From an optimization exercise on the open Yosys and OpenROAD flow, aimed at a short achievable clock period and few clock cycles; shortcuts taken in it are not production practice. The RTL was checked by simulation tests, not by an equivalence proof against the original design. No activity file was given, so power comes from the tool's default toggle rates.

==> flow/design.v <==
module RV32I_CPU (
     input         I_CLK
    ,input         I_RST_N
    ,input  [31:0] I_INSTR
    ,input  [31:0] I_MEM_RD_DATA
    ,output [31:0] O_PC
    ,output        O_MEM_WR
    ,output [ 3:0] O_MEM_WR_STRB
    ,output [31:0] O_MEM_ADDR
    ,output [31:0] O_MEM_WR_DATA
);
    localparam [6:0] OP_LUI   = 7'b0110111;
    localparam [6:0] OP_AUIPC = 7'b0010111;
    localparam [6:0] OP_JAL   = 7'b1101111;
    localparam [6:0] OP_JALR  = 7'b1100111;
    localparam [6:0] OP_BR    = 7'b1100011;
    localparam [6:0] OP_LD    = 7'b0000011;
    localparam [6:0] OP_ST    = 7'b0100011;
    localparam [6:0] OP_IMM   = 7'b0010011;
    localparam [6:0] OP_RR    = 7'b0110011;
    reg  [31:0] r_pc_o;      
    reg  [31:0] r_pc_n;      
    wire [31:0] w_pc_f = ~r_pc_n;
    reg         r_v_x;       
    reg         r_haz_x;     
    reg         r_pred_x;    
    reg  [31:0] r_ir_x;
    reg  [31:0] r_pc_x;
    reg  [31:0] r_rs1_x;     
    reg  [31:0] r_rs2_x;
    reg  [31:0] r_rd_x;      
    reg         r_lui_x, r_auipc_x, r_jal_x, r_jalr_x, r_br_x, r_ld_x, r_st_x, r_imm_x, r_rr_x;
    reg         r_wb_x;      
    reg         r_sub_x;     
    reg         r_m_wr;      
    reg         r_m_ld;      
    reg  [31:0] r_m_rd;      
    reg  [ 2:0] r_m_f3;
    reg  [31:0] r_m_addr;
    reg  [31:0] r_m_wdata;
    reg  [ 3:0] r_m_strb;
    reg         r_w_ld;      
    reg  [31:0] r_w_rd;      
    reg  [ 2:0] r_w_f3;
    reg  [31:0] r_w_raw;     
    reg         r_fwd1_x;    
    reg         r_fwd2_x;
    wire [2:0] w_f3 = r_ir_x[14:12];
    wire [31:0] w_imm_i = {{20{r_ir_x[31]}}, r_ir_x[31:20]};
    wire [31:0] w_imm_s = {{20{r_ir_x[31]}}, r_ir_x[31:25], r_ir_x[11:7]};
    wire [31:0] w_imm_b = {{19{r_ir_x[31]}}, r_ir_x[31], r_ir_x[7], r_ir_x[30:25], r_ir_x[11:8], 1'b0};
    wire [31:0] w_imm_u = {r_ir_x[31:12], 12'h0};
    wire [31:0] w_imm_j = {{11{r_ir_x[31]}}, r_ir_x[31], r_ir_x[19:12], r_ir_x[20], r_ir_x[30:21], 1'b0};
    wire [31:0] w_rf [1:31];
    reg  [31:0] w_rf_a, w_rf_b;
    integer k;
    always @(*) begin
        w_rf_a = 32'h0;
        w_rf_b = 32'h0;
        for (k = 1; k < 32; k = k + 1) begin
            w_rf_a = w_rf_a | ({32{r_rs1_x[k]}} & w_rf[k]);
            w_rf_b = w_rf_b | ({32{r_rs2_x[k]}} & w_rf[k]);
        end
    end
    wire        w_ld_sext = ~r_w_f3[2];
    wire [31:0] w_ld_data = (r_w_f3[1:0] == 2'd0) ? {{24{w_ld_sext & r_w_raw[ 7]}}, r_w_raw[ 7:0]} :
                            (r_w_f3[1:0] == 2'd1) ? {{16{w_ld_sext & r_w_raw[15]}}, r_w_raw[15:0]} :
                                                    r_w_raw;
    wire [31:0] w_a = r_fwd1_x ? w_ld_data : w_rf_a;
    wire [31:0] w_b = r_fwd2_x ? w_ld_data : w_rf_b;
    wire w_go = r_v_x & ~r_haz_x;
    wire [31:0] w_op2  = r_imm_x ? w_imm_i : w_b;
    wire [32:0] w_add  = {1'b0, w_a} + {1'b0, w_op2 ^ {32{r_sub_x}}} + {32'h0, r_sub_x};
    wire [31:0] w_sum  = w_add[31:0];
    wire        w_ltu  = ~w_add[32];
    wire        w_lt   = (w_a[31] ^ w_op2[31]) ? w_a[31] : w_sum[31];
    wire [31:0] w_xor  = w_a ^ w_op2;
    wire        w_eq   = (w_xor == 32'h0);
    wire        w_left = (w_f3 == 3'd1);
    wire [31:0] w_a_rev;
    wire [31:0] w_shr_rev;
    wire [31:0] w_sh_in  = w_left ? w_a_rev : w_a;
    wire        w_fill   = r_ir_x[30] & w_a[31] & ~w_left;
    wire [32:0] w_shr_x  = $signed({w_fill, w_sh_in}) >>> w_op2[4:0];
    wire [31:0] w_shr    = w_shr_x[31:0];
    genvar gr;
    generate
        for (gr = 0; gr < 32; gr = gr + 1) begin : g_rev
            assign w_a_rev[gr]   = w_a[31-gr];
            assign w_shr_rev[gr] = w_shr[31-gr];
        end
    endgenerate
    wire [31:0] w_shift = w_left ? w_shr_rev : w_shr;
    reg  [31:0] w_alu;
    always @(*) begin
        case (w_f3)
            3'd0: w_alu = w_sum;
            3'd2: w_alu = {31'h0, w_lt};
            3'd3: w_alu = {31'h0, w_ltu};
            3'd4: w_alu = w_xor;
            3'd6: w_alu = w_a | w_op2;
            3'd7: w_alu = w_a & w_op2;
            default: w_alu = w_shift;
        endcase
    end
    wire [31:0] w_pc_x4 = r_pc_x + 32'd4;
    wire [31:0] w_res_x = r_lui_x              ? w_imm_u :
                          r_auipc_x            ? r_pc_x + w_imm_u :
                          (r_jal_x | r_jalr_x) ? w_pc_x4 :
                          w_alu;
    wire [31:0] w_addr = w_a + (r_st_x ? w_imm_s : w_imm_i);
    reg  w_cond;
    always @(*) begin
        case (w_f3)
            3'd0: w_cond = w_eq;
            3'd1: w_cond = ~w_eq;
            3'd4: w_cond = w_lt;
            3'd5: w_cond = ~w_lt;
            3'd6: w_cond = w_ltu;
            3'd7: w_cond = ~w_ltu;
            default: w_cond = 1'b0;
        endcase
    end
    wire [31:0] w_jalr_t   = w_addr;         
    wire [31:0] w_target_s = r_pc_x + (r_jal_x ? w_imm_j : w_imm_b);
    wire        w_tgt_ok   = (w_target_s == w_pc_f);     
    wire        w_taken_s  = r_jal_x | (r_br_x & w_cond);
    wire        w_redirect = w_go & (r_jalr_x | (w_taken_s ? ~(r_pred_x & w_tgt_ok) : r_pred_x));
    wire [31:0] w_redir_pc = r_jalr_x  ? {w_jalr_t[31:1], 1'b0} :
                             w_taken_s ? w_target_s : w_pc_x4;
    wire w_we_x = w_go & r_wb_x;
    genvar gi;
    generate
        for (gi = 1; gi < 32; gi = gi + 1) begin : g_rf
            reg [31:0] r_x;
            always @(posedge I_CLK) begin
                if (w_we_x & r_rd_x[gi])
                    r_x <= w_res_x;
                else if (r_w_ld & r_w_rd[gi])
                    r_x <= w_ld_data;
            end
            assign w_rf[gi] = r_x;
        end
    endgenerate
    wire [6:0] w_fop  = I_INSTR[6:0];
    wire [4:0] w_frd  = I_INSTR[11:7];
    wire [4:0] w_frs1 = I_INSTR[19:15];
    wire [4:0] w_frs2 = I_INSTR[24:20];
    wire [2:0] w_ff3  = I_INSTR[14:12];
    wire f_lui   = (w_fop == OP_LUI);
    wire f_auipc = (w_fop == OP_AUIPC);
    wire f_jal   = (w_fop == OP_JAL);
    wire f_jalr  = (w_fop == OP_JALR);
    wire f_br    = (w_fop == OP_BR);
    wire f_ld    = (w_fop == OP_LD);
    wire f_st    = (w_fop == OP_ST);
    wire f_imm   = (w_fop == OP_IMM);
    wire f_rr    = (w_fop == OP_RR);
    wire f_use1  = f_jalr | f_br | f_ld | f_st | f_imm | f_rr;
    wire f_use2  = f_br | f_st | f_rr;
    wire f_wb    = (w_frd != 5'd0) & (f_lui | f_auipc | f_jal | f_jalr | f_imm | f_rr);
    wire f_sub   = f_br | ((f_imm | f_rr) & (w_ff3 == 3'd2 || w_ff3 == 3'd3)) |
                   (f_rr & (w_ff3 == 3'd0) & I_INSTR[30]);
    wire [31:0] w_frs1_oh = 32'd1 << w_frs1;
    wire [31:0] w_frs2_oh = 32'd1 << w_frs2;
    wire [31:0] w_frd_oh  = (32'd1 << w_frd) & 32'hFFFF_FFFE;
    wire w_fhaz = w_go & r_ld_x &
                  (((r_rd_x & w_frs1_oh) != 32'h0 && f_use1) || ((r_rd_x & w_frs2_oh) != 32'h0 && f_use2));
    wire w_m_live = r_m_ld & ~(w_we_x & ((r_rd_x & r_m_rd) != 32'h0));
    localparam BTB_IW = 4;
    localparam BTB_N  = 1 << BTB_IW;
    reg  [BTB_N-1:0]   r_btb_v;
    reg  [11:BTB_IW+2] r_btb_tag [0:BTB_N-1];
    reg  [11:1]        r_btb_tgt [0:BTB_N-1];
    wire [BTB_IW-1:0] w_idx_f  = w_pc_f[BTB_IW+1:2];
    wire              w_bpred  = r_btb_v[w_idx_f] & (r_btb_tag[w_idx_f] == w_pc_f[11:BTB_IW+2]);
    wire [BTB_IW-1:0] w_idx_x  = r_pc_x[BTB_IW+1:2];
    reg                r_bu_v;       
    reg                r_bu_taken;
    reg  [BTB_IW-1:0]  r_bu_idx;
    reg  [11:BTB_IW+2] r_bu_tag;
    reg  [11:1]        r_bu_tgt;
    always @(posedge I_CLK) begin
        r_bu_taken <= w_taken_s;
        r_bu_idx   <= w_idx_x;
        r_bu_tag   <= r_pc_x[11:BTB_IW+2];
        r_bu_tgt   <= w_target_s[11:1];
        if (r_bu_v & r_bu_taken) begin
            r_btb_tag[r_bu_idx] <= r_bu_tag;
            r_btb_tgt[r_bu_idx] <= r_bu_tgt;
        end
    end
    wire [31:0] w_npc_f = w_bpred ? {w_pc_f[31:12], r_btb_tgt[w_idx_f], 1'b0} : w_pc_f + 32'd4;
    wire        w_hold  = r_v_x & r_haz_x;       
    wire [31:0] w_next_pc = w_redirect ? w_redir_pc : w_hold ? w_pc_f : w_npc_f;
    always @(posedge I_CLK, negedge I_RST_N) begin
        if (!I_RST_N) begin
            r_pc_o  <= 32'h0;
            r_pc_n  <= 32'hFFFF_FFFF;
            r_v_x   <= 1'b0;
            r_haz_x <= 1'b0;
            r_m_wr  <= 1'b0;
            r_m_ld  <= 1'b0;
            r_w_ld  <= 1'b0;
            r_btb_v <= {BTB_N{1'b0}};
            r_bu_v  <= 1'b0;
        end else begin
            r_pc_o <= w_next_pc;
            r_pc_n <= ~w_next_pc;
            if (w_redirect) begin
                r_v_x   <= 1'b0;
                r_haz_x <= 1'b0;
            end else if (!w_hold) begin
                r_v_x   <= 1'b1;
                r_haz_x <= w_fhaz;
            end else begin
                r_haz_x <= 1'b0;
            end
            r_w_ld <= w_m_live;
            r_m_wr <= w_go & r_st_x;
            r_m_ld <= w_go & r_ld_x & (r_rd_x != 32'h0);
            r_bu_v <= w_go & (r_br_x | r_jal_x);
            if (r_bu_v)
                r_btb_v[r_bu_idx] <= r_bu_taken;
        end
    end
    always @(posedge I_CLK) begin
        if (!w_hold) begin
            r_ir_x    <= I_INSTR;
            r_pc_x    <= w_pc_f;
            r_pred_x  <= w_bpred;
            r_rs1_x   <= w_frs1_oh;
            r_rs2_x   <= w_frs2_oh;
            r_rd_x    <= w_frd_oh;
            r_lui_x   <= f_lui;
            r_auipc_x <= f_auipc;
            r_jal_x   <= f_jal;
            r_jalr_x  <= f_jalr;
            r_br_x    <= f_br;
            r_ld_x    <= f_ld;
            r_st_x    <= f_st;
            r_imm_x   <= f_imm;
            r_rr_x    <= f_rr;
            r_wb_x    <= f_wb;
            r_sub_x   <= f_sub;
        end
        if (!w_hold) begin
            r_fwd1_x <= w_m_live & ((w_frs1_oh & r_m_rd) != 32'h0);
            r_fwd2_x <= w_m_live & ((w_frs2_oh & r_m_rd) != 32'h0);
        end else begin
            r_fwd1_x <= r_m_ld & ((r_rs1_x & r_m_rd) != 32'h0);
            r_fwd2_x <= r_m_ld & ((r_rs2_x & r_m_rd) != 32'h0);
        end
        r_w_rd    <= r_m_rd;
        r_w_f3    <= r_m_f3;
        r_w_raw   <= I_MEM_RD_DATA;
        r_m_rd    <= r_rd_x;
        r_m_f3    <= w_f3;
        r_m_addr  <= w_addr;
        r_m_wdata <= w_b;
        r_m_strb  <= w_f3[1] ? 4'b1111 : w_f3[0] ? 4'b0011 : 4'b0001;
    end
    assign O_PC          = r_pc_o;
    assign O_MEM_WR      = r_m_wr;
    assign O_MEM_WR_STRB = r_m_strb;
    assign O_MEM_ADDR    = r_m_addr;
    assign O_MEM_WR_DATA = r_m_wdata;
endmodule
==> flow/flow/run.sh <==
#!/bin/bash
# Layout: the standard flow (standard.sh), with two changes to how the
# resizer works; the clock, the constraints and every step stay the same:
#  - timing repair aims at a shorter period than the 28 ns clock the design is
#    laid out and signed off at (a setup slack margin), so that it works on the
#    design's critical paths;
#  - ports are buffered with buf_4 cells rather than the resizer's default pick.
# make's full output goes to make.log here; ORFS's own per-step logs stay
# under orfs/logs/.
set -o pipefail
bash standard.sh SETUP_SLACK_MARGIN=21 TNS_END_PERCENT=100 \
    "BUFFER_PORTS_ARGS=-buffer_cell sky130_fd_sc_hd__buf_4" finish > make.log 2>&1
==> flow/standard.sh <==
#!/bin/bash
# synth_recipe.tcl (not shown) runs the flow's synth.tcl, then flattens the netlist and writes it again
# the make line also repeats each setting of config.mk as NAME=value (left out here)
make -C /OpenROAD-flow-scripts/flow DESIGN_CONFIG=/design/flow/config.mk WORK_HOME=/design/flow/orfs CLKGATE_MAP_FILE= SYNTH_SCRIPT=/design/flow/synth_recipe.tcl "${@:-finish}"
==> flow/config.mk <==
export PLATFORM = sky130hd
export DESIGN_NAME = RV32I_CPU
export DESIGN_NICKNAME = RV32I_CPU
export VERILOG_FILES = /design/flow/design.v
export SDC_FILE = /design/flow/constraint.sdc
export NUM_CORES = 4
export LEC_CHECK = 0
export ABC_CLOCK_PERIOD_IN_PS = 5000
export CAP_MARGIN = 20
export CELL_PAD_IN_SITES_DETAIL_PLACEMENT = 1
export CELL_PAD_IN_SITES_GLOBAL_PLACEMENT = 2
export CORE_MARGIN = 2
export CORE_UTILIZATION = 35
export PLACE_DENSITY = 0.5
export SLEW_MARGIN = 20
==> flow/constraint.sdc <==
create_clock -name core_clock -period 28.0 [get_ports {I_CLK}]
set_input_delay 5.6000 -clock core_clock [delete_from_list [all_inputs] [get_ports {I_CLK}]]
set_output_delay 5.6000 -clock core_clock [all_outputs]
set_load 0.01 [all_outputs]
==> flow_summary.toml, run 1 <==
[timing]
drv_slew = 0
holdWs_ps = 328
fmax_mhz = 141
rsz0062_at_grt = "yes"
tightestPinTransition_ps = 1320
setup_tns_ps = 0
final-hold-violation-count = 0
relSlewSlack_pct = 12.2
period_share_pct = 25.4
setup_viol = 0
finalCriticalPeriod_ps = 7110
finClkSkew_ps = 81.0

[setup_path]
startpoint_type = "flop"
cp_cell_sequence = "buf_6"
critical_path_buf_inv_count = 1
required_ps = 22400
slowest_stage = "dfxtp_4"
critPathKind = "flop to primary output"
arrival_ps = 1510
worst-path-max-fanout = 1
critPathTopFamily = "flip-flops"
max_stage_delay_ps = 460
cp-end-kind = "primary output"

[cts]
clkLatencyLatePin_ps = 940
cts_sinks = 1701
cts_max_level = 4
cts_buffers = 203
clockBufferDepth = 4
cts_root_buf = "clkbuf_16"
cts_tree = "done"
clk_pin_slew_worst_paths_ps = 60

[global_route]
grt-ovfl-total = 0
grt_max_degree = 68
gr-usage-all-layers_pct = 42.7
grt_pass1_wl_mm = 785
antenna_found_initial = 60
grt_pass1_vias = 83900

[yosys]
synthXorXnorAreaFrac_pct = 2.02
synth-simple-area-share_pct = 11.4
ys_seq_area_share_pct = 52.4
synth_fp_nets = 9177
synth_ff_type = "edfxtp_1"
synth_mux_area_share_pct = 4.47
synth_edf_count = 1425
synth-compound-area-share_pct = 23.0
synth.avg_cell_area_um2 = 10.4
synth_cell_type_count = 100
synth_top_family_by_area = "compound AO/OA/AOI/OAI gates"
synthAdderAreaFrac_pct = 2.55
yosys_warnings = 1
synth_seq_cells = 1701
syn_area_um2 = 93100
ys_async_sr_fraction_pct = 5.06
postSynthCellCount = 8924

[route]
viasPerCell = 7.10
antenna_left = 0
vias = 89300
initialDrtViolationCount = 16100
drc = 0
dr.pass1.iters = 7
routed_wirelength_mm = 600
wl_per_cell_um = 47.7

[placed_design]
dp_hpwl_mm = 383
port_buffers = 165
place.gp.congestion = 1.00

[floorplanning]
core_um2 = 265000
num_rows = 189
dieWidth_um = 520
start_util_pct = 35.2
pin_count = 167
die_h_um = 520
die_area_um2 = 270000

[cells_and_area]
area_growth_pct = 16.2
drive_gt1_share_pct = 15.3
fin_nets = 9106

[pwr]
p_leak_nw = 38.1
total_power_w = 0.00774
peakVddDrop_uv = 63.8
powerDensity_nw_per_um2 = 71.5

[run_status]
status = "no timing/DRC/antenna violations"

[job]
maxCapViolations = 0

[worst_hold_path]
hold_path.class = "flop to flop"
-- metrics by stage --
stage	cells	worst slack (ps)	area (um2)	util (%)
after floorplan	8924	21000	93100	-
after global placement	12100	18580	98900	37.3
after detailed placement	12100	18470	99000	37.4
after CTS	12500	20860	107000	40.4
after global routing	12600	20860	108000	40.8
final	12600	20890	108000	40.8
-- sequential cells by signal, summed over array words and instances, names as in the netlist, 4 cells and up --
register   count
r_rs2_x       31
r_bu_tgt      11
r_pc_o        32
r_bu_idx       4
r_m_addr      32
r_pc_x        32
r_bu_tag       6
r_btb_v       16
r_rs1_x       31
r_w_raw       32
r_btb_tgt    176
r_w_rd        31
r_m_rd        31
r_ir_x        25
r_btb_tag     96
g_rf.r_x     992
r_m_wdata     32
r_pc_n        32
r_rd_x        31
-- power breakdown --
part	total [W]	switching, W	internal [W]
registers	0.00303	0.000152	0.00288
logic	0.00190	0.00126	0.000637
clock network	0.00280	0.00120	0.00161
-- worst register-to-register path: stages (launching register included) --
cell       delay, ps
dfxtp_4          680
clkbuf_8         660
inv_2            230
buf_6            340
o32a_1           390
buf_4            270
ha_1             390
a21o_1           230
nor4_4           300
a211oi_4         140
buf_6            160
o21ai_4          200
a2111oi_4        110
o32a_1           390
mux2i_1          150
a211oi_2         150
buf_4            170
and3b_1          190
and3_4           260
buf_12           170
nor2_2            60
buf_4            200
a211oi_4         330
buf_6            180
clkbuf_16        220
mux2_2           360
-- cell type report --
cell class                      instances  area (um2)
Sequential cell                      1701       48900
Antenna cell                           25        62.6
Clock buffer                          275        5620
Fill cell                           28500      157000
Tap cell                             3533        4420
Clock inverter                         98        1180
Timing Repair Buffer                  585        5460
Inverter                              150         576
Multi-Input combinational cell       6212       42000
-- layout by cell type (no fill, tap or decap), types with 136 or more instances in the layout --
cell type | Yosys | routed
edfxtp_1 | 1425 | 1425
nor2_1 | 1018 | 1001
a21oi_1 | 1009 | 982
nand2_1 | 690 | 641
buf_4 | 4 | 431
a22oi_1 | 389 | 389
a221oi_1 | 369 | 351
a22o_1 | 349 | 349
o21ai_0 | 295 | 286
clkbuf_16 | 0 | 217
nand4_1 | 187 | 187
ha_1 | 183 | 174
dfxtp_1 | 190 | 163
xnor2_1 | 158 | 157
o31ai_1 | 161 | 157
inv_1 | 139 | 136
-- kinds of logic (layout without fill, tap and decap cells) --
group,after synthesis,after routing
compound gates,3124,3124
xor+xnor,211,211
fa+ha+maj,187,187
buf+inv,1011,1108
flops,1701,1701
mux,286,286
other cells,1,26
simple gates,2403,2403
-- path summary, 6_finish.rpt --
path,depth (start not counted),slack (ps),endpoint,from
setup / recovery,1,20890,O_MEM_WR_DATA[7],r_m_wdata[7]$_DFF_P_
hold / removal,0,330,r_w_f3[2]$_DFF_P_,r_m_f3[2]$_DFF_P_
setup reg to reg,25,20940,r_pc_o[9]$_DFF_PN0_,r_fwd1_x$_DFF_P_
hold reg to reg,0,330,r_w_f3[2]$_DFF_P_,r_m_f3[2]$_DFF_P_
max in group asynchronous,2,22150,r_btb_v[5]$_DFFE_PN0P_,I_RST_N
min in group asynchronous,1,4680,r_pc_o[15]$_DFF_PN0_,I_RST_N
-- routing by layer --
layer | GRT usage, % | wire, um
met3 | 13.7 | 75000
met1 | 59.1 | 245000
met2 | 58.9 | 239000
met4 | 22.5 | 40100
met5 | 0.456 | 469
-- synthesized netlist by cell type (all sizes together) (18+ instances only) --
cell type	count	share of area (%)
edfxtp	1425	46
nor2	1020	4.1
a21oi	1009	5.4
clkbuf	719	2.9
nand2	690	2.8
a22oi	390	3.1
a221oi	371	3.5
a22o	349	3.3
o21ai	302	1.6
dfxtp	190	4.1
nand4	187	1.3
ha	183	2.5
o31ai	161	1.3
xnor2	158	1.5
buf	142	0.68
inv	142	0.57
mux2i	128	1.4
nand3	125	0.68
o211ai	111	0.90
nor3	101	0.54
mux4	98	2.4
a211oi	68	0.57
mux2	60	0.73
and3	56	0.38
dfrtp	54	1.5
xor2	51	0.48
a31oi	50	0.34
a21o	45	0.36
o32a	44	0.47
nand2b	41	0.28
o31a	40	0.38
nor4	35	0.24
and2	33	0.22
dfstp	32	0.90
o21a	30	0.24
or3	21	0.15
or2	20	0.13
and4	18	0.17
-- timing repair --
item,in CTS,in global routing
buffers inserted,23,31
endpoints found under the setup margin,621,297
resized for setup,249,177
hold buffers,0,0
gates cloned,4,8
pin swaps,11,38
Testbench counts, summed over its fixed seeds: cycles 83,468.
==> inputs of run 2 (changes only) <==
--- a/flow/design.v
+++ b/flow/design.v
@@ -51,17 +51,10 @@
     wire [31:0] w_imm_b = {{19{r_ir_x[31]}}, r_ir_x[31], r_ir_x[7], r_ir_x[30:25], r_ir_x[11:8], 1'b0};
     wire [31:0] w_imm_u = {r_ir_x[31:12], 12'h0};
     wire [31:0] w_imm_j = {{11{r_ir_x[31]}}, r_ir_x[31], r_ir_x[19:12], r_ir_x[20], r_ir_x[30:21], 1'b0};
-    wire [31:0] w_rf [1:31];
-    reg  [31:0] w_rf_a, w_rf_b;
-    integer k;
-    always @(*) begin
-        w_rf_a = 32'h0;
-        w_rf_b = 32'h0;
-        for (k = 1; k < 32; k = k + 1) begin
-            w_rf_a = w_rf_a | ({32{r_rs1_x[k]}} & w_rf[k]);
-            w_rf_b = w_rf_b | ({32{r_rs2_x[k]}} & w_rf[k]);
-        end
-    end
+    wire [31:0] w_rf [0:31];
+    assign w_rf[0] = 32'h0;
+    wire [31:0] w_rf_a = w_rf[r_ir_x[19:15]];
+    wire [31:0] w_rf_b = w_rf[r_ir_x[24:20]];
     wire        w_ld_sext = ~r_w_f3[2];
     wire [31:0] w_ld_data = (r_w_f3[1:0] == 2'd0) ? {{24{w_ld_sext & r_w_raw[ 7]}}, r_w_raw[ 7:0]} :
                             (r_w_f3[1:0] == 2'd1) ? {{16{w_ld_sext & r_w_raw[15]}}, r_w_raw[15:0]} :
==> run 2 against run 1 <==
Against the previous run: still clean on timing, DRC and antenna; synthesized cell count up 12%; final cell count up 12%; flip-flop and latch count unchanged; via count up 12%; clock skew up 10 ps; power up 2.1%; cell area up 8.7%; combinational power up 9%; sequential share of layout area down 3.7 points; critical endpoint is now r_pc_o[19]$_DFF_PN0_; largest power group unchanged.
==> flow_summary.toml, run 2 <==
[run_status]
status = "no timing/DRC/antenna violations"

[global_route]
grt-ovfl-total = 0
grt_max_degree = 73
grt_pass1_vias = 93400
grt_pass1_wl_mm = 881
antenna_found_initial = 79
gr-usage-all-layers_pct = 45.7

[floorplanning]
die_area_um2 = 284000
core_um2 = 279000
pin_count = 167
die_h_um = 533
start_util_pct = 35.1
num_rows = 194
dieWidth_um = 533

[cells_and_area]
largest_register_ff_count = 992
drive_gt1_share_pct = 19.3
n_fill_cell = 30200
final_util_pct = 42.2
mostFrequentLayoutCells = "edfxtp_1, nor2_1, nand2_1"
fin_nets = 10300
area_growth_pct = 20.1
mostFrequentLayoutCell = "edfxtp_1"
top_register = "g_rf.r_x"
top_regs = "g_rf.r_x x992, r_btb_tgt x176, r_btb_tag x96"

[setup_path]
startpoint_type = "flop"
cp-end-kind = "flop"
r2r-end = "r_pc_o[19]$_DFF_PN0_"
timing.rr.start = "r_ir_x[16]$_DFFE_PN_"
arrival_ps = 8010
worstSetupStartpoint = "r_ir_x[16]$_DFFE_PN_"
rrSetupSlack_ps = 20730
crit_end = "r_pc_o[19]$_DFF_PN0_"
crit_top_cell = "buf_12"
critPathKind = "flop to flop"
worst-path-max-fanout = 40
required_ps = 28740
max_stage_delay_ps = 580
slowest_stage = "nor2_4"
reg2reg_depth = 25

[pwr]
switchingPower_w = 0.00273
powerDensity_nw_per_um2 = 67.1
combPwrFrac_pct = 26.4
intPower_w = 0.00517
netSwitchingFraction_pct = 34.5
peakVddDrop_uv = 64.7
p_leak_nw = 44.2
pwr-share-seq_pct = 38.3
clkPwrFrac_pct = 35.3

[route]
antenna_left = 0
viasPerCell = 7.10
dr.pass1.iters = 7
drc = 0
routed_wirelength_mm = 677
initialDrtViolationCount = 17700
wl_per_cell_um = 48.3
vias = 99600

[timing]
setup_viol = 0
relSlewSlack_pct = 7.71
finClkSkew_ps = 91.2
fmax_mhz = 138
setup_tns_ps = 0
finalCriticalPeriod_ps = 7270
period_share_pct = 26.0
drv_slew = 0
rsz0062_at_grt = "yes"
tightestPinTransition_ps = 1380
final-hold-violation-count = 0
holdWs_ps = 328

[cts]
cts_sinks = 1701
clkLatencyLatePin_ps = 960
cts_max_level = 4
postCtsHoldBufs = 0
clockBufferDepth = 4
cts_tree = "done"
cts_root_buf = "clkbuf_16"
cts_buffers = 203
clk_pin_slew_worst_paths_ps = 60

[job]
maxCapViolations = 0

[yosys]
synth_fp_nets = 10200
yosysTopAreaCell = "edfxtp_1"
yosys_warnings = 1
ys_seq_area_share_pct = 49.8
synth_ff_type = "edfxtp_1"
synth_edf_count = 1425
ys_async_sr_fraction_pct = 5.06
synth_top_cell_area_share_pct = 43.7
syn_area_um2 = 98000
postSynthCellCount = 9992
synth.avg_cell_area_um2 = 9.81
synth_cell_type_count = 127
synth_common_cells = "edfxtp_1, nor2_1, nand2_1, a21oi_1, clkbuf_1"
synth_area_leaders = "edfxtp_1, a21oi_1, nor2_1, dfxtp_1, nand2_1"
yosysMostFrequentCell = "edfxtp_1"
synth_seq_cells = 1701

[placed_design]
place.gp.congestion = 1.00
dp_hpwl_mm = 434
port_buffers = 165

[worst_hold_path]
hold_path.class = "flop to flop"
[run 2: changes by cell type after synthesis, sizes merged, moves of 105 or more]
cell	change
a2111oi	+114
a21oi	-140
a221oi	-202
a22o	-215
and3	+436
nand2	+252
nor3	+105
o21ai	+375
o31ai	-140
[run 2: how the worst min path moves through the flow]
| stage | start | to | slack, ps | cells after the start |
|---|---|---|---|---|
| after global routing | r_m_f3[2]$_DFF_P_ | r_w_f3[2]$_DFF_P_ | 340 | 0 |
| after detailed placement | r_m_f3[0]$_DFF_P_ | r_w_f3[0]$_DFF_P_ | 310 | 0 |
| after CTS | r_m_f3[0]$_DFF_P_ | r_w_f3[0]$_DFF_P_ | 330 | 0 |
| after floorplan | r_m_f3[0]$_DFF_P_ | r_w_f3[0]$_DFF_P_ | 310 | 0 |
| final | r_m_f3[0]$_DFF_P_ | r_w_f3[0]$_DFF_P_ | 330 | 0 |
| after global placement | r_m_f3[0]$_DFF_P_ | r_w_f3[0]$_DFF_P_ | 310 | 0 |
[run 2: cell type report]
cell class	instances	area, um2	share of cell area [%]
repair buffers	841	8610	7.31
inverters	149	586	0.498
diodes	67	168	0.143
flip-flops and latches	1701	48800	41.5
multi-input cells	7171	48000	40.8
well taps	3724	4660	3.96
clock inverters	98	1010	0.856
clock buffers	275	5750	4.89
[run 2: worst max-delay path: cells and delay by family (launching register included)]
| kind | cells | cell delay, ps |
|---|---|---|
| AOI/OAI and AO/OA | 12 | 2950 |
| adders and majority gates | 1 | 380 |
| buffers and inverters | 6 | 1800 |
| DFF | 1 | 370 |
| muxes | 1 | 120 |
| and+or+nand+nor | 5 | 1240 |
[run 2: kinds of logic (layout without fill, tap and decap cells)]
logic type | count (synthesis) | count (layout) | synth area share [%]
simple gates | 3411 | 3415 | 16.5
buf+inv | 1124 | 1363 | 4.67
other cells | 1 | 68 | 0.00383
flops | 1701 | 1701 | 49.8
compound gates | 3116 | 3116 | 21.0
fa+ha+maj | 187 | 187 | 2.42
mux | 246 | 246 | 3.77
xor+xnor | 206 | 206 | 1.87
[run 2: power by group through the flow]
| stage | Combinational [W] | Sequential (W) | Clock (W) |
|---|---|---|---|
| 2_1_floorplan | 0.00104 | 0.00299 | 0 |
| 3_3_place_gp | 0.00180 | 0.00307 | 0 |
| 3_5_place_dp | 0.00182 | 0.00308 | 0 |
| 4_1_cts | 0.00195 | 0.00303 | 0.00279 |
| 5_1_grt | 0.00214 | 0.00304 | 0.00288 |
| 6_report | 0.00208 | 0.00303 | 0.00279 |
[run 2: repair_timing]
item / CTS / global route
gates cloned: 22 / 12
buffers inserted: 157 / 97
endpoints found under the setup margin: 1111 / 695
resized for setup: 601 / 232
pin swaps: 80 / 83
[run 2: metrics by stage]
step / worst slack, ps / area [um2] / power (W) / cells
floorplan: 21000 / 98000 / 0.00404 / 9992
global placement: 16580 / 104000 / 0.00488 / 13300
detailed placement: 17080 / 104000 / 0.00489 / 13300
CTS: 20930 / 115000 / 0.00777 / 13800
global route: 20910 / 118000 / 0.00806 / 14000
finish: 20730 / 118000 / 0.00790 / 14000
[run 2: per-layer routing]
metal | GRT usage [%] | up-vias | share of wire (%)
li1 | - | 38200 | -
met1 | 57.0 | 50400 | 37
met2 | 66.6 | 8284 | 42
met3 | 12.9 | 2667 | 12
met4 | 35.8 | 28 | 9.7
met5 | 0.550 | - | 0.079
Testbench counts of run 2, summed over its fixed seeds: cycles 83,468.
==> inputs of run 3 (changes only) <==
--- a/flow/design.v
+++ b/flow/design.v
@@ -28,6 +28,8 @@
     reg  [31:0] r_pc_x;
     reg  [31:0] r_rs1_x;     
     reg  [31:0] r_rs2_x;
+    reg  [31:0] r_rs1n_x;    
+    reg  [31:0] r_rs2n_x;    
     reg  [31:0] r_rd_x;      
     reg         r_lui_x, r_auipc_x, r_jal_x, r_jalr_x, r_br_x, r_ld_x, r_st_x, r_imm_x, r_rr_x;
     reg         r_wb_x;      
@@ -51,10 +53,17 @@
     wire [31:0] w_imm_b = {{19{r_ir_x[31]}}, r_ir_x[31], r_ir_x[7], r_ir_x[30:25], r_ir_x[11:8], 1'b0};
     wire [31:0] w_imm_u = {r_ir_x[31:12], 12'h0};
     wire [31:0] w_imm_j = {{11{r_ir_x[31]}}, r_ir_x[31], r_ir_x[19:12], r_ir_x[20], r_ir_x[30:21], 1'b0};
-    wire [31:0] w_rf [0:31];
-    assign w_rf[0] = 32'h0;
-    wire [31:0] w_rf_a = w_rf[r_ir_x[19:15]];
-    wire [31:0] w_rf_b = w_rf[r_ir_x[24:20]];
+    wire [31:0] w_rf [1:31];
+    reg  [31:0] w_rf_a, w_rf_b;
+    integer k;
+    always @(*) begin
+        w_rf_a = 32'h0;
+        w_rf_b = 32'h0;
+        for (k = 1; k < 32; k = k + 1) begin
+            w_rf_a = w_rf_a | ({{16{~r_rs1n_x[k]}}, {16{r_rs1_x[k]}}} & w_rf[k]);
+            w_rf_b = w_rf_b | ({{16{~r_rs2n_x[k]}}, {16{r_rs2_x[k]}}} & w_rf[k]);
+        end
+    end
     wire        w_ld_sext = ~r_w_f3[2];
     wire [31:0] w_ld_data = (r_w_f3[1:0] == 2'd0) ? {{24{w_ld_sext & r_w_raw[ 7]}}, r_w_raw[ 7:0]} :
                             (r_w_f3[1:0] == 2'd1) ? {{16{w_ld_sext & r_w_raw[15]}}, r_w_raw[15:0]} :
@@ -224,6 +233,8 @@
             r_pred_x  <= w_bpred;
             r_rs1_x   <= w_frs1_oh;
             r_rs2_x   <= w_frs2_oh;
+            r_rs1n_x  <= ~w_frs1_oh;
+            r_rs2n_x  <= ~w_frs2_oh;
             r_rd_x    <= w_frd_oh;
             r_lui_x   <= f_lui;
             r_auipc_x <= f_auipc;
==> run 3 against run 2 <==
Against the previous run: register-to-register slack improved by 120 ps; maximum frequency increased by 1.7%; largest cell class unchanged; sequential power increased by 3%; critical path depth decreased by 8; cell area decreased by 5.6%; clock skew about the same; non-clock buffer count decreased by 210; synthesized cell count decreased by 9.4%; clock power about the same; worst setup slack improved by 120 ps.
==> flow_summary.toml, run 3 <==
[route]
antenna_left = 0
drc = 0
dr.pass1.iters = 9
vias = 89400
wl_per_cell_um = 48.3
routed_wirelength_mm = 623
initialDrtViolationCount = 15100
viasPerCell = 6.93

[setup_path]
worstSetupStartpoint = "r_rs1n_x[7]$_DFFE_PN_"
timing.rr.start = "r_rs1n_x[7]$_DFFE_PN_"
startpoint_type = "flop"
critPathKind = "flop to flop"
required_ps = 28630
worst-path-max-fanout = 31
arrival_ps = 7780
cp-end-kind = "flop"

[floorplanning]
start_util_pct = 35.2
num_rows = 192
core_um2 = 274000
die_area_um2 = 280000
pin_count = 167
die_h_um = 529
dieWidth_um = 529

[yosys]
yosysTopAreaCell = "edfxtp_1"
synth_fp_nets = 9310
ys_async_sr_fraction_pct = 4.88
synth_mux_area_share_pct = 5.49
synth-compound-area-share_pct = 20.4
synth_top_family_by_area = "compound AO/OA/AOI/OAI gates"
synth_ff_type = "edfxtp_1"
synth_top_cell_area_share_pct = 46.3
synth_cell_type_count = 120
synthXorXnorAreaFrac_pct = 1.97
synth-simple-area-share_pct = 12.4
synth.avg_cell_area_um2 = 10.6
yosysMostFrequentCell = "edfxtp_1"
postSynthCellCount = 9057
yosys_warnings = 1
synth_seq_cells = 1763
synth_common_cells = "edfxtp_1, nor2_1, a21oi_1, nand2_1, clkbuf_1"
synth_edf_count = 1487
synthAdderAreaFrac_pct = 2.46
ys_seq_area_share_pct = 52.5
syn_area_um2 = 96400
synth_area_leaders = "edfxtp_1, dfxtp_1, a21oi_1, nor2_1, a221oi_1"

[pwr]
total_power_w = 0.00769
peakVddDrop_uv = 64.9
powerDensity_nw_per_um2 = 69.2
p_leak_nw = 41.2

[cts]
clk_pin_slew_worst_paths_ps = 80
cts_buffers = 208
cts_max_level = 4
clkLatencyLatePin_ps = 940
clockBufferDepth = 4
cts_sinks = 1763
cts_tree = "done"
cts_root_buf = "clkbuf_16"

[timing]
tightestPinTransition_ps = 1340
setup_viol = 0
rsz0062_at_grt = "yes"
drv_slew = 0
holdWs_ps = 394
period_share_pct = 25.5
setup_tns_ps = 0
fmax_mhz = 140
relSlewSlack_pct = 8.42
finClkSkew_ps = 91.4
final-hold-violation-count = 0
finalCriticalPeriod_ps = 7150

[placed_design]
port_buffers = 165
dpl-instance-area_um2 = 103000
dp_hpwl_mm = 396
dp.cells = 12400
place.gp.congestion = 0.997

[run_status]
status = "no timing/DRC/antenna violations"

[worst_hold_path]
min_from = "r_m_f3[2]$_DFF_P_"
hold_path.class = "flop to flop"

[global_route]
antenna_found_initial = 70
grt_pass1_wl_mm = 808
grt-ovfl-total = 0
grt_max_degree = 113
gr-usage-all-layers_pct = 43.1
grt_pass1_vias = 85300

[cells_and_area]
drive_gt1_share_pct = 16.0
top_register = "g_rf.r_x"
top_regs = "g_rf.r_x x992, r_btb_tgt x176, r_btb_tag x96"
design_area_um2 = 111000
largest_register_ff_count = 992
stdcell_count = 12900
mostFrequentLayoutCell = "edfxtp_1"
area_growth_pct = 15.2
fin_nets = 9363
mostFrequentLayoutCells = "edfxtp_1, nor2_1, a21oi_1"

[job]
maxCapViolations = 0
-- run 3: worst max-delay path: stages, from the launching register on --
cell	delay [ps]
edfxtp_1	340
buf_4	290
inv_1	360
buf_4	330
a2111o_1	400
a2111oi_0	690
a32oi_1	260
buf_4	290
mux2i_1	410
mux2i_1	190
mux2i_1	540
mux2i_1	310
mux2i_1	250
a21oi_1	250
a2111oi_0	540
o31a_1	580
or2_2	640
a21oi_1	150
-- run 3: final timing paths --
check | to | slack [ps] | cells after the start
max | g_rf[4].r_x[8]$_DFFE_PP_ | 20850 | 17
min | r_w_f3[2]$_DFF_P_ | 390 | 0
max reg2reg | g_rf[4].r_x[8]$_DFFE_PP_ | 20850 | 17
min reg2reg | r_w_f3[2]$_DFF_P_ | 390 | 0
max in group asynchronous | r_pc_o[24]$_DFF_PN0_ | 22120 | 2
min in group asynchronous | r_btb_v[14]$_DFFE_PN0P_ | 4620 | 1
-- run 3: power breakdown --
| group | switching (W) | internal, W | leakage [nW] |
|---|---|---|---|
| Clock | 0.00121 | 0.00159 | 3.30 |
| Sequential | 0.000156 | 0.00297 | 16.5 |
| Combinational | 0.00116 | 0.000599 | 21.3 |
| Total | 0.00252 | 0.00516 | 41.2 |
-- run 3: final cells by class --
class / instances / area [um2]
timing repair inverter: 1 / 11.3
antenna: 35 / 87.6
inverter: 350 / 1400
sequential: 1763 / 50700
fill: 29400 / 163000
clock buffer: 303 / 5890
tap: 3589 / 4490
timing repair buffer: 631 / 5310
multi-input combinational: 6155 / 42300
clock inverter: 79 / 871
-- run 3: repair_timing --
| action | 4_1_cts | 5_1_grt |
|---|---|---|
| endpoints found under the setup margin | 707 | 483 |
| gates cloned | 1 | 1 |
| hold endpoints to repair | 0 | 0 |
| gates resized for setup | 142 | 123 |
| pin swaps | 9 | 21 |
| setup buffers | 20 | 38 |
| hold buffers | 0 | 0 |
-- run 3: cell families after synthesis --
logic type	after synthesis
mux	396
other cells	1
buf+inv	1139
flops	1763
simple gates	2544
fa+ha+maj	187
xor+xnor	205
compound gates	2822
-- run 3: layer usage --
layer  GRT usage [%]  share of wire, %
met3            14.1                12
met4            25.3               7.4
met5           0.571              0.10
met2            63.1                42
met1            55.5                39
-- run 3: per-stage QoR --
stage	util, %	setup WS (ps)
CTS	40.2	20830
global route	40.5	20860
detailed placement	37.5	19200
global placement	37.4	19200
floorplan	-	21060
finish	40.5	20850
Testbench counts of run 3, summed over its fixed seeds: cycles 83,468.
==> inputs of run 4 (changes only) <==
--- a/flow/design.v
+++ b/flow/design.v
@@ -37,6 +37,8 @@
     reg         r_m_wr;      
     reg         r_m_ld;      
     reg  [31:0] r_m_rd;      
+    reg  [ 4:0] r_m_rdb;     
+    reg         r_ldw_x;     
     reg  [ 2:0] r_m_f3;
     reg  [31:0] r_m_addr;
     reg  [31:0] r_m_wdata;
@@ -166,8 +168,8 @@
     wire [31:0] w_frs1_oh = 32'd1 << w_frs1;
     wire [31:0] w_frs2_oh = 32'd1 << w_frs2;
     wire [31:0] w_frd_oh  = (32'd1 << w_frd) & 32'hFFFF_FFFE;
-    wire w_fhaz = w_go & r_ld_x &
-                  (((r_rd_x & w_frs1_oh) != 32'h0 && f_use1) || ((r_rd_x & w_frs2_oh) != 32'h0 && f_use2));
+    wire w_fhaz = w_go & r_ldw_x &
+                  (((w_frs1 == r_ir_x[11:7]) & f_use1) | ((w_frs2 == r_ir_x[11:7]) & f_use2));
     wire w_m_live = r_m_ld & ~(w_we_x & ((r_rd_x & r_m_rd) != 32'h0));
     localparam BTB_IW = 4;
     localparam BTB_N  = 1 << BTB_IW;
@@ -246,11 +248,12 @@
             r_imm_x   <= f_imm;
             r_rr_x    <= f_rr;
             r_wb_x    <= f_wb;
+            r_ldw_x   <= f_ld & (w_frd != 5'd0);
             r_sub_x   <= f_sub;
         end
         if (!w_hold) begin
-            r_fwd1_x <= w_m_live & ((w_frs1_oh & r_m_rd) != 32'h0);
-            r_fwd2_x <= w_m_live & ((w_frs2_oh & r_m_rd) != 32'h0);
+            r_fwd1_x <= w_m_live & (w_frs1 == r_m_rdb);
+            r_fwd2_x <= w_m_live & (w_frs2 == r_m_rdb);
         end else begin
             r_fwd1_x <= r_m_ld & ((r_rs1_x & r_m_rd) != 32'h0);
             r_fwd2_x <= r_m_ld & ((r_rs2_x & r_m_rd) != 32'h0);
@@ -259,6 +262,7 @@
         r_w_f3    <= r_m_f3;
         r_w_raw   <= I_MEM_RD_DATA;
         r_m_rd    <= r_rd_x;
+        r_m_rdb   <= r_ir_x[11:7];
         r_m_f3    <= w_f3;
         r_m_addr  <= w_addr;
         r_m_wdata <= w_b;
==> run 4 against run 3 <==
Against the previous run: clock skew is 19 ps lower; register-to-register slack improved by 240 ps; routed wire length up 1.8%; flip-flop and latch count increased by 6; die area rose by 0.19%; hold slack lost 63 ps; via count rose by 1.3%; largest cell class unchanged; critical endpoint is now O_MEM_WR_DATA[5]; utilization decreased by 0.18 points; clock power barely moved.
==> flow_summary.toml, run 4 <==
[cells_and_area]
drive_gt1_share_pct = 15.6
multi_input_area_um2 = 42300
top_register = "g_rf.r_x"
mostFrequentLayoutCells = "edfxtp_1, nor2_1, nand2_1"
stdcell_count = 13100
largest_register_ff_count = 992
mostFrequentLayoutCell = "edfxtp_1"
top_regs = "g_rf.r_x x992, r_btb_tgt x176, r_btb_tag x96"
fin_nets = 9466
n_fill_cell = 29700
seqCellArea_um2 = 50800
area_growth_pct = 14.5

[pwr]
intPower_w = 0.00513
peakVddDrop_uv = 58.4
powerDensity_nw_per_um2 = 69.4
netSwitchingFraction_pct = 33.2
switchingPower_w = 0.00255
combPwrFrac_pct = 22.9
clkPwrFrac_pct = 36.4
pwr-share-seq_pct = 40.8
total_power_w = 0.00768
p_leak_nw = 41.4

[timing]
relSlewSlack_pct = 14.7
holdWs_ps = 330
setup_tns_ps = 0
rsz0062_at_grt = "yes"
fmax_mhz = 140
final-hold-violation-count = 0
setup_slack_ps = 20860
drv_slew = 0
setup_viol = 0
finalCriticalPeriod_ps = 7140
period_share_pct = 25.5
finClkSkew_ps = 72.7
tightestPinTransition_ps = 1270

[floorplanning]
dieWidth_um = 529
start_util_pct = 35.2
pin_count = 167
num_rows = 192
die_h_um = 529
core_um2 = 274000
die_area_um2 = 280000

[yosys]
synth_top_cell_area_share_pct = 46.3
yosysMostFrequentCell = "edfxtp_1"
synth_edf_count = 1488
synth_area_leaders = "edfxtp_1, dfxtp_1, a21oi_1, nor2_1, nand2_1"
ys_async_sr_fraction_pct = 4.86
synth_cell_type_count = 112
yosysTopAreaCell = "edfxtp_1"
synth.avg_cell_area_um2 = 10.5
postSynthCellCount = 9207
synth_fp_nets = 9460
synth_common_cells = "edfxtp_1, nor2_1, nand2_1, a21oi_1, clkbuf_1"
syn_area_um2 = 96600
synth_ff_type = "edfxtp_1"
yosys_warnings = 1
ys_seq_area_share_pct = 52.6
synth_seq_cells = 1769

[setup_path]
worst-path-max-fanout = 1
critPathKind = "flop to primary output"
max_stage_delay_ps = 470
critical_path_buf_inv_count = 1
cp-end-kind = "primary output"
required_ps = 22400
cp_cell_sequence = "buf_6"
slowest_stage = "dfxtp_4"
critPathTopFamily = "flip-flops"
arrival_ps = 1540
startpoint_type = "flop"

[global_route]
grt-ovfl-total = 0
gr-usage-all-layers_pct = 44.1
grt_pass1_wl_mm = 824
grt_pass1_vias = 86000
grt_max_degree = 75
antenna_found_initial = 60

[cts]
cts_root_buf = "clkbuf_16"
cts_sinks = 1769
clk_pin_slew_worst_paths_ps = 60
clkLatencyLatePin_ps = 940
clockBufferDepth = 4
cts_max_level = 4
postCtsHoldBufs = 0
cts_buffers = 210
cts_tree = "done"

[route]
drc = 0
dr.pass1.iters = 9
viasPerCell = 6.91
routed_wirelength_mm = 634
vias = 90600
antenna_left = 0
initialDrtViolationCount = 15600
wl_per_cell_um = 48.4

[placed_design]
port_buffers = 165
place_ws_ps = 18370
dp_hpwl_mm = 409
dp.cells = 12700
place.gp.congestion = 1.01

[run_status]
status = "no timing/DRC/antenna violations"

[job]
maxCapViolations = 0

[worst_hold_path]
hold_path.class = "flop to flop"
-- run 4: cell count changes in the layout (fill, tap and decap cells not counted), moves of 70 or more --
cell / change
a22o_1: -73
mux2i_1: -117
nand2_1: +213
nand2b_1: -98
nor2b_1: +120
o21ai_0: +70
-- run 4: path summary, 6_finish.rpt --
kind | startpoint | endpoint | slack (ps) | cells past startpoint
worst min register to register | r_m_f3[0]$_DFF_P_ | r_w_f3[0]$_DFF_P_ | 330 | 0
worst max register to register | r_rs2n_x[20]$_DFFE_PN_ | r_pc_o[6]$_DFF_PN0_ | 21090 | 23
worst max-delay path | r_m_wdata[5]$_DFF_P_ | O_MEM_WR_DATA[5] | 20860 | 1
min in group asynchronous | I_RST_N | r_pc_o[24]$_DFF_PN0_ | 4670 | 1
worst min-delay path | r_m_f3[0]$_DFF_P_ | r_w_f3[0]$_DFF_P_ | 330 | 0
max in group asynchronous | I_RST_N | r_pc_o[9]$_DFF_PN0_ | 22090 | 2
-- run 4: layout make-up --
class                      count  area share (%)
timing repair buffer         605            4.37
sequential                  1769            46.0
multi-input combinational   6311            38.2
clock buffer                 282            5.28
tap                         3686            4.17
inverter                     316            1.10
antenna                       34          0.0769
clock inverter               104           0.795
-- run 4: stage by stage --
stage	area (um2)	utilization [%]
6_report	111000	40.4
5_1_grt	111000	40.3
4_1_cts	110000	40.3
3_5_place_dp	103000	37.6
3_3_place_gp	103000	37.5
2_1_floorplan	96600	-
-- run 4: cells by family (layout without fill, tap and decap cells) --
family                     after synthesis  in the layout  synth area share (%)
AOI/OAI and AO/OA                     2863           2863                  20.3
and+or+nand+nor                       2720           2720                  13.1
DFF                                   1769           1769                  52.6
buffers and inverters                 1127           1307                  4.69
muxes                                  320            320                  4.84
xor gates and xnor gates               220            220                  2.07
adders and majority gates              187            187                  2.45
other                                    1             35               0.00388
-- run 4: timing repair --
action | CTS | global route
resized for setup | 145 | 39
buffers inserted | 9 | 6
setup endpoints to repair | 615 | 226
pin swaps | 4 | 4
gates cloned | 1 | 0
-- run 4: per-layer routing --
layer	part of all wire, %	up-vias	track usage, %
li1	-	34700	-
met1	37	46400	55.2
met2	42	7274	64.7
met3	12	2108	13.8
met4	8.3	28	29.9
met5	0.041	-	0.225
-- run 4: power groups by stage --
stage / logic [W] / clock network [W] / registers, W
3_3_place_gp: 0.00167 / 0 / 0.00318
4_1_cts: 0.00171 / 0.00280 / 0.00313
2_1_floorplan: 0.000971 / 0 / 0.00310
5_1_grt: 0.00182 / 0.00289 / 0.00314
6_report: 0.00176 / 0.00279 / 0.00313
3_5_place_dp: 0.00168 / 0 / 0.00318
Testbench counts of run 4, summed over its fixed seeds: cycles 83,468.
==> inputs of run 5 (changes only) <==
--- a/flow/design.v
+++ b/flow/design.v
@@ -80,21 +80,10 @@
     wire        w_lt   = (w_a[31] ^ w_op2[31]) ? w_a[31] : w_sum[31];
     wire [31:0] w_xor  = w_a ^ w_op2;
     wire        w_eq   = (w_xor == 32'h0);
-    wire        w_left = (w_f3 == 3'd1);
-    wire [31:0] w_a_rev;
-    wire [31:0] w_shr_rev;
-    wire [31:0] w_sh_in  = w_left ? w_a_rev : w_a;
-    wire        w_fill   = r_ir_x[30] & w_a[31] & ~w_left;
-    wire [32:0] w_shr_x  = $signed({w_fill, w_sh_in}) >>> w_op2[4:0];
+    wire [31:0] w_shl    = w_a << w_op2[4:0];
+    wire        w_fill   = r_ir_x[30] & w_a[31];
+    wire [32:0] w_shr_x  = $signed({w_fill, w_a}) >>> w_op2[4:0];
     wire [31:0] w_shr    = w_shr_x[31:0];
-    genvar gr;
-    generate
-        for (gr = 0; gr < 32; gr = gr + 1) begin : g_rev
-            assign w_a_rev[gr]   = w_a[31-gr];
-            assign w_shr_rev[gr] = w_shr[31-gr];
-        end
-    endgenerate
-    wire [31:0] w_shift = w_left ? w_shr_rev : w_shr;
     reg  [31:0] w_alu;
     always @(*) begin
         case (w_f3)
@@ -104,7 +93,8 @@
             3'd4: w_alu = w_xor;
             3'd6: w_alu = w_a | w_op2;
             3'd7: w_alu = w_a & w_op2;
-            default: w_alu = w_shift;
+            3'd1: w_alu = w_shl;
+            default: w_alu = w_shr;
         endcase
     end
     wire [31:0] w_pc_x4 = r_pc_x + 32'd4;
==> run 5 against run 4 <==
Against the previous run: power rose by 3.0%; clock-buffer cell count up 7; first-iteration DRC count fell by 5.0%; synthesized cell count grew 1.7%; synthesized area is 0.17% higher; cell area grew 0.79%; still clean on timing, DRC and antenna; hold slack worse by 5.9 ps; highest routed layer unchanged; routed wire length is 2.3% lower.
==> flow_summary.toml, run 5 <==
[run_status]
status = "no timing/DRC/antenna violations"

[yosys]
ys_seq_area_share_pct = 52.5
yosysMostFrequentCell = "edfxtp_1"
synth_area_leaders = "edfxtp_1, dfxtp_1, a21oi_1, nor2_1, nand2_1"
synth_common_cells = "edfxtp_1, nor2_1, nand2_1, a21oi_1, clkbuf_1"
syn_area_um2 = 96700
synth_fp_nets = 9613
synth.avg_cell_area_um2 = 10.3
synth_edf_count = 1488
synth_seq_cells = 1769
postSynthCellCount = 9359
synth_top_cell_area_share_pct = 46.2
ys_async_sr_fraction_pct = 4.86
yosysTopAreaCell = "edfxtp_1"
synth_cell_type_count = 112
synth_ff_type = "edfxtp_1"
yosys_warnings = 1

[job]
maxCapViolations = 0

[pwr]
p_leak_nw = 41.3
intPower_w = 0.00529
peakVddDrop_uv = 55.5
netSwitchingFraction_pct = 33.1
powerDensity_nw_per_um2 = 71.0
combPwrFrac_pct = 23.1
clkPwrFrac_pct = 37.2
switchingPower_w = 0.00262
pwr-share-seq_pct = 39.8

[cells_and_area]
top_regs = "g_rf.r_x x992, r_btb_tgt x176, r_btb_tag x96"
top_register = "g_rf.r_x"
stdcell_count = 13200
mostFrequentLayoutCell = "edfxtp_1"
largest_register_ff_count = 992
mostFrequentLayoutCells = "edfxtp_1, nor2_1, a21oi_1"
drive_gt1_share_pct = 14.8
design_area_um2 = 112000
fin_nets = 9572
final_util_pct = 40.4
area_growth_pct = 15.3

[timing]
rsz0062_at_grt = "yes"
setup_viol = 0
drv_slew = 0
setup_slack_ps = 20870
final-hold-violation-count = 0
period_share_pct = 25.5
relSlewSlack_pct = 2.84
fmax_mhz = 140
setup_tns_ps = 0
tightestPinTransition_ps = 1450
finalCriticalPeriod_ps = 7130
finClkSkew_ps = 89.9

[setup_path]
cp_cell_sequence = "buf_6"
critPathKind = "flop to primary output"
arrival_ps = 1530
rrSetupSlack_ps = 20970
max_stage_delay_ps = 450
worstSetupStartpoint = "r_pc_o[6]$_DFF_PN0_"
reg2reg_depth = 22
critPathTopFamily = "flip-flops"
startpoint_type = "flop"
slowest_stage = "dfrtp_1"
timing.rr.start = "r_rs1n_x[30]$_DFFE_PN_"
r2r-end = "r_pc_o[30]$_DFF_PN0_"
cp-end-kind = "primary output"
worst-path-max-fanout = 1
critical_path_buf_inv_count = 1
required_ps = 22400

[cts]
cts_root_buf = "clkbuf_16"
clk_pin_slew_worst_paths_ps = 60
postCtsHoldBufs = 0
cts_sinks = 1769
cts_tree = "done"
clockBufferDepth = 4
cts_max_level = 4
cts_buffers = 212
clkLatencyLatePin_ps = 950

[route]
wl_per_cell_um = 46.8
dr.pass1.iters = 8
initialDrtViolationCount = 14800
drc = 0
antenna_left = 0
vias = 91200
viasPerCell = 6.89
routed_wirelength_mm = 620

[worst_hold_path]
hold_depth = 0
min_from = "r_m_f3[0]$_DFF_P_"
hold_path_end = "r_w_f3[0]$_DFF_P_"
hold_path.class = "flop to flop"

[placed_design]
dp.cells = 12800
place_ws_ps = 19310
port_buffers = 165
dp_hpwl_mm = 395
dpl-instance-area_um2 = 103000
place.gp.congestion = 0.982

[global_route]
antenna_found_initial = 64
grt_pass1_wl_mm = 807
grt_pass1_vias = 85800
gr-usage-all-layers_pct = 42.8
grt-ovfl-total = 0
grt_max_degree = 97

[floorplanning]
die_area_um2 = 281000
num_rows = 193
pin_count = 167
start_util_pct = 35.1
core_um2 = 276000
dieWidth_um = 530
die_h_um = 530
-- run 5: changes by cell type after synthesis, moves of 39 or more --
cell / previous run / this run
nand2_1: 817 / 775
a22oi_1: 301 / 205
mux2_2: 107 / 50
a22o_1: 246 / 303
nand3_1: 98 / 181
o21ai_0: 497 / 554
nand2b_1: 94 / 161
nor2b_1: 315 / 231
a31oi_1: 29 / 159
a211oi_1: 90 / 39
xnor2_1: 125 / 164
-- run 5: power by group through the flow --
stage / combinational (W) / clock (W) / sequential [W]
after floorplan: 0.00101 / 0 / 0.00311
after global placement: 0.00172 / 0 / 0.00319
after detailed placement: 0.00173 / 0 / 0.00319
after CTS: 0.00176 / 0.00296 / 0.00315
after global routing: 0.00190 / 0.00305 / 0.00316
final: 0.00183 / 0.00294 / 0.00315
-- run 5: cell type report --
class / count / area (um2)
Clock buffer: 289 / 6020
Clock inverter: 109 / 1230
Tap cell: 3705 / 4640
Multi-Input combinational cell: 6377 / 42300
Antenna cell: 40 / 100
Fill cell: 29800 / 164000
Timing Repair Buffer: 611 / 5060
Inverter: 347 / 1370
Sequential cell: 1769 / 50800
-- run 5: kinds of logic (layout without fill, tap and decap cells) --
| family | Yosys count | after routing | synth area share, % |
|---|---|---|---|
| compound gates | 3000 | 3004 | 21.0 |
| simple gates | 2693 | 2693 | 12.9 |
| flops | 1769 | 1769 | 52.5 |
| buf+inv | 1217 | 1356 | 5.06 |
| mux | 251 | 251 | 3.84 |
| xor+xnor | 240 | 240 | 2.22 |
| fa+ha+maj | 188 | 188 | 2.46 |
| other cells | 1 | 41 | 0.00388 |
-- run 5: timing repair --
| action | 4_1_cts | 5_1_grt |
|---|---|---|
| setup endpoints to repair | 559 | 381 |
| pin swaps | 3 | 10 |
| gates cloned | 2 | 2 |
| endpoints found under the hold margin | 0 | 0 |
| buffers inserted | 11 | 28 |
| gates resized for setup | 156 | 70 |
-- run 5: worst max-delay path by stage --
stage / to / slack [ps] / cells after the start
floorplan: r_haz_x$_DFF_PN0_ / 21380 / 6
global placement: r_pc_o[13]$_DFF_PN0_ / 19350 / 23
detailed placement: r_pc_o[13]$_DFF_PN0_ / 19310 / 24
CTS: O_PC[6] / 20840 / 1
global route: O_PC[6] / 20860 / 1
finish: O_PC[6] / 20870 / 1
-- run 5: per-layer routing --
layer / vias up / share of wire, % / track usage [%]
met5: - / 0.097 / 0.0855
met4: 34 / 7.4 / 25.5
met3: 2068 / 11 / 11.9
met2: 7154 / 43 / 64.4
met1: 46700 / 38 / 54.5
li1: 35300 / - / -
-- run 5: per-stage QoR --
step,total power (W),hold WS [ps]
final,0.00792,325
after global routing,0.00811,331
after CTS,0.00787,326
after detailed placement,0.00492,316
after global placement,0.00491,311
after floorplan,0.00412,310
Testbench counts of run 5, summed over its fixed seeds: cycles 83,468.
==> inputs of run 6 (changes only) <==
--- a/flow/flow/run.sh
+++ b/flow/flow/run.sh
@@ -8,5 +8,5 @@
 # make's full output goes to make.log here; ORFS's own per-step logs stay
 # under orfs/logs/.
 set -o pipefail
-bash standard.sh SETUP_SLACK_MARGIN=21 TNS_END_PERCENT=100 \
+bash standard.sh SETUP_SLACK_MARGIN=21.5 TNS_END_PERCENT=100 \
     "BUFFER_PORTS_ARGS=-buffer_cell sky130_fd_sc_hd__buf_4" finish > make.log 2>&1
==> run 6 against run 5 <==
Against the previous run: die area unchanged; clock-buffer cell count rose by 1; register-to-register slack improved by 550 ps; synthesized cell count unchanged; worst setup slack improved by 17 ps; global-route usage rose by 0.61 points; via count is 0.37% higher; largest cell class unchanged.
==> flow_summary.toml, run 6 <==
[pwr]
intPower_w = 0.00530
pwr-share-seq_pct = 39.6
powerDensity_nw_per_um2 = 70.0
switchingPower_w = 0.00265
p_leak_nw = 41.9
combPwrFrac_pct = 24.3
netSwitchingFraction_pct = 33.4
clkPwrFrac_pct = 36.1
peakVddDrop_uv = 62.0

[timing]
final-hold-violation-count = 0
tightestPinTransition_ps = 1320
finClkSkew_ps = 79.7
rsz0062_at_grt = "yes"
fmax_mhz = 141
finalCriticalPeriod_ps = 7110
setup_tns_ps = 0
relSlewSlack_pct = 12.2
setup_viol = 0
drv_slew = 0
period_share_pct = 25.4

[global_route]
grt_pass1_vias = 87500
grt_pass1_wl_mm = 819
gr-usage-all-layers_pct = 43.4
antenna_found_initial = 59
globalRouteMet3Util_pct = 13.0
use_met2_pct = 65.0
grt_util_met1_pct = 54.4
grt-ovfl-total = 0
grt_max_degree = 72
top_usage_layer = "met2"

[cells_and_area]
area_growth_pct = 17.5
top_regs = "g_rf.r_x x992, r_btb_tgt x176, r_btb_tag x96"
fin_nets = 9627
mostFrequentLayoutCells = "edfxtp_1, nor2_1, a21oi_1"
n_fill_cell = 29700
top_register = "g_rf.r_x"
largest_register_ff_count = 992
drive_gt1_share_pct = 16.9
mostFrequentLayoutCell = "edfxtp_1"
stdcell_count = 13300

[route]
initialDrtViolationCount = 14400
dr.pass1.iters = 7
routed_wirelength_mm = 628
vias = 91600
antenna_left = 0
drc = 0
viasPerCell = 6.89
wl_per_cell_um = 47.3

[yosys]
yosysMostFrequentCell = "edfxtp_1"
synth_seq_cells = 1769
synth_area_leaders = "edfxtp_1, dfxtp_1, a21oi_1, nor2_1, nand2_1"
ys_async_sr_fraction_pct = 4.86
synth.avg_cell_area_um2 = 10.3
synth_fp_nets = 9613
synth_top_cell_area_share_pct = 46.2
syn_area_um2 = 96700
synth_common_cells = "edfxtp_1, nor2_1, nand2_1, a21oi_1, clkbuf_1"
synth_edf_count = 1488
yosysTopAreaCell = "edfxtp_1"
synth_ff_type = "edfxtp_1"
synth_cell_type_count = 112
yosys_warnings = 1
ys_seq_area_share_pct = 52.5
postSynthCellCount = 9359

[setup_path]
critPathKind = "flop to primary output"
rrSetupSlack_ps = 21520
slowest_stage = "dfrtp_1"
reg2reg_depth = 23
r2r-end = "r_pc_o[28]$_DFF_PN0_"
critPathTopFamily = "flip-flops"
cp_cell_sequence = "buf_6"
required_ps = 22400
cp-end-kind = "primary output"
max_stage_delay_ps = 440
arrival_ps = 1510
startpoint_type = "flop"
worst-path-max-fanout = 1
timing.rr.start = "r_rs1n_x[19]$_DFFE_PN_"
critical_path_buf_inv_count = 1

[worst_hold_path]
hold_path_end = "r_w_f3[2]$_DFF_P_"
hold_depth = 0
hold_path.class = "flop to flop"
min_from = "r_m_f3[2]$_DFF_P_"

[floorplanning]
num_rows = 193
pin_count = 167
start_util_pct = 35.1
dieWidth_um = 530
die_h_um = 530
core_um2 = 276000
die_area_um2 = 281000

[placed_design]
port_buffers = 165
place.gp.congestion = 0.985
dp.cells = 12700
dp_hpwl_mm = 400

[cts]
cts_root_buf = "clkbuf_16"
cts_max_level = 4
cts_sinks = 1769
cts_buffers = 209
clockBufferDepth = 4
cts_tree = "done"
clkLatencyLatePin_ps = 940
clk_pin_slew_worst_paths_ps = 60
postCtsHoldBufs = 0

[run_status]
status = "no timing/DRC/antenna violations"

[job]
maxCapViolations = 0
[run 6: changes by cell type in the layout (fill, tap and decap cells not counted), moves of 27 or more]
cell	before	now
buf_4	533	456
buf_6	59	151
dfxtp_2	15	63
buf_12	12	39
dfxtp_1	170	125
[run 6: repair_timing]
action,4_1_cts,5_1_grt
pin swaps,26,44
gates resized for setup,443,178
setup buffers,73,41
setup endpoints to repair,948,474
cloned,7,6
[run 6: through the flow]
step	hold slack [ps]	cell area, um2	total power [W]	utilization (%)	worst slack [ps]
after floorplan	310	96800	0.00412	-	21470
after global placement	311	103000	0.00492	37.2	19050
after detailed placement	315	103000	0.00493	37.2	19100
after CTS	328	112000	0.00786	40.7	20860
after global routing	335	114000	0.00813	41.2	20870
final	324	114000	0.00795	41.2	20890
[run 6: cell type report]
cell class                      count  area [um2]  share of cell area (%)
Timing Repair Buffer              670        6430                    5.66
Clock buffer                      290        6070                    5.34
Clock inverter                     95         976                   0.859
Sequential cell                  1769       50900                    44.8
Multi-Input combinational cell   6376       43100                    37.9
Antenna cell                       37        92.6                  0.0815
Inverter                          347        1420                    1.25
Tap cell                         3705        4640                    4.08
[run 6: power by group through the flow]
stage	Combinational (W)	Clock (W)	Sequential [W]
2_1_floorplan	0.00101	0	0.00311
3_3_place_gp	0.00174	0	0.00318
3_5_place_dp	0.00175	0	0.00318
4_1_cts	0.00184	0.00288	0.00314
5_1_grt	0.00200	0.00297	0.00315
6_report	0.00193	0.00287	0.00315
[run 6: worst max-delay path by stage]
stage                             start              endpoint  slack (ps)  depth (start not counted)
global route        r_pc_o[5]$_DFF_PN0_               O_PC[5]       20870                          1
detailed placement    r_w_f3[1]$_DFF_P_  r_pc_o[12]$_DFF_PN0_       19100                         23
global placement     r_w_raw[7]$_DFF_P_  r_pc_o[13]$_DFF_PN0_       19050                         23
floorplan                   I_INSTR[24]     r_haz_x$_DFF_PN0_       21470                          6
finish              r_pc_o[7]$_DFF_PN0_               O_PC[7]       20890                          1
CTS                 r_pc_o[7]$_DFF_PN0_               O_PC[7]       20860                          1
[run 6: logic make-up after synthesis]
family | synth area share (%)
mux | 3.84
fa+ha+maj | 2.46
other cells | 0.00388
flops | 52.5
buf+inv | 5.06
compound gates | 21.0
xor+xnor | 2.22
simple gates | 12.9
[run 6: metal layers]
| layer | share of wire [%] | vias up |
|---|---|---|
| li1 | - | 35400 |
| met3 | 12 | 2247 |
| met4 | 8.0 | 30 |
| met1 | 38 | 46800 |
| met5 | 0.036 | - |
| met2 | 43 | 7121 |

==> separate check: timing with driven ports <==
Ports are ideal in the flow. The routed layouts listed here were re-timed in OpenROAD. Step 1 assumes that a clkbuf_16 drives the clock port and a buf_2 every other input. Step 2 moves the port delays by t, midway between the first and last clock arrival at a register: inputs arrive t later, outputs are due t later. That takes back most of the time a late clock gives input paths. Three values: ideal ports, drivers, drivers and shift; two values: the first two.
run | shift t [ns] | slack for setup (ns) | worst setup path after step 2 | worst slew at a driven data input, ns
run 1 | 1.004 | 20.890 / 20.783 / 20.154 | input to register | 0.17
run 2 | 1.019 | 20.731 / 20.731 / 19.919 | input to register | 0.20
run 3 | 1.004 | 20.854 / 20.775 / 19.988 | input to register | 0.13
run 4 | 1.024 | 20.857 / 20.741 / 20.447 | input to register | 0.12
run 5 | 1.010 | 20.870 / 20.763 / 20.317 | input to register | 0.11
run 6 | 1.007 | 20.887 / 20.783 / 20.493 | input to register | 0.17
After both steps every run listed still meets setup and hold. For run 3, which loses most, drivers alone change the setup slack by -0.079 ns; drivers and shift together by -0.866 ns.
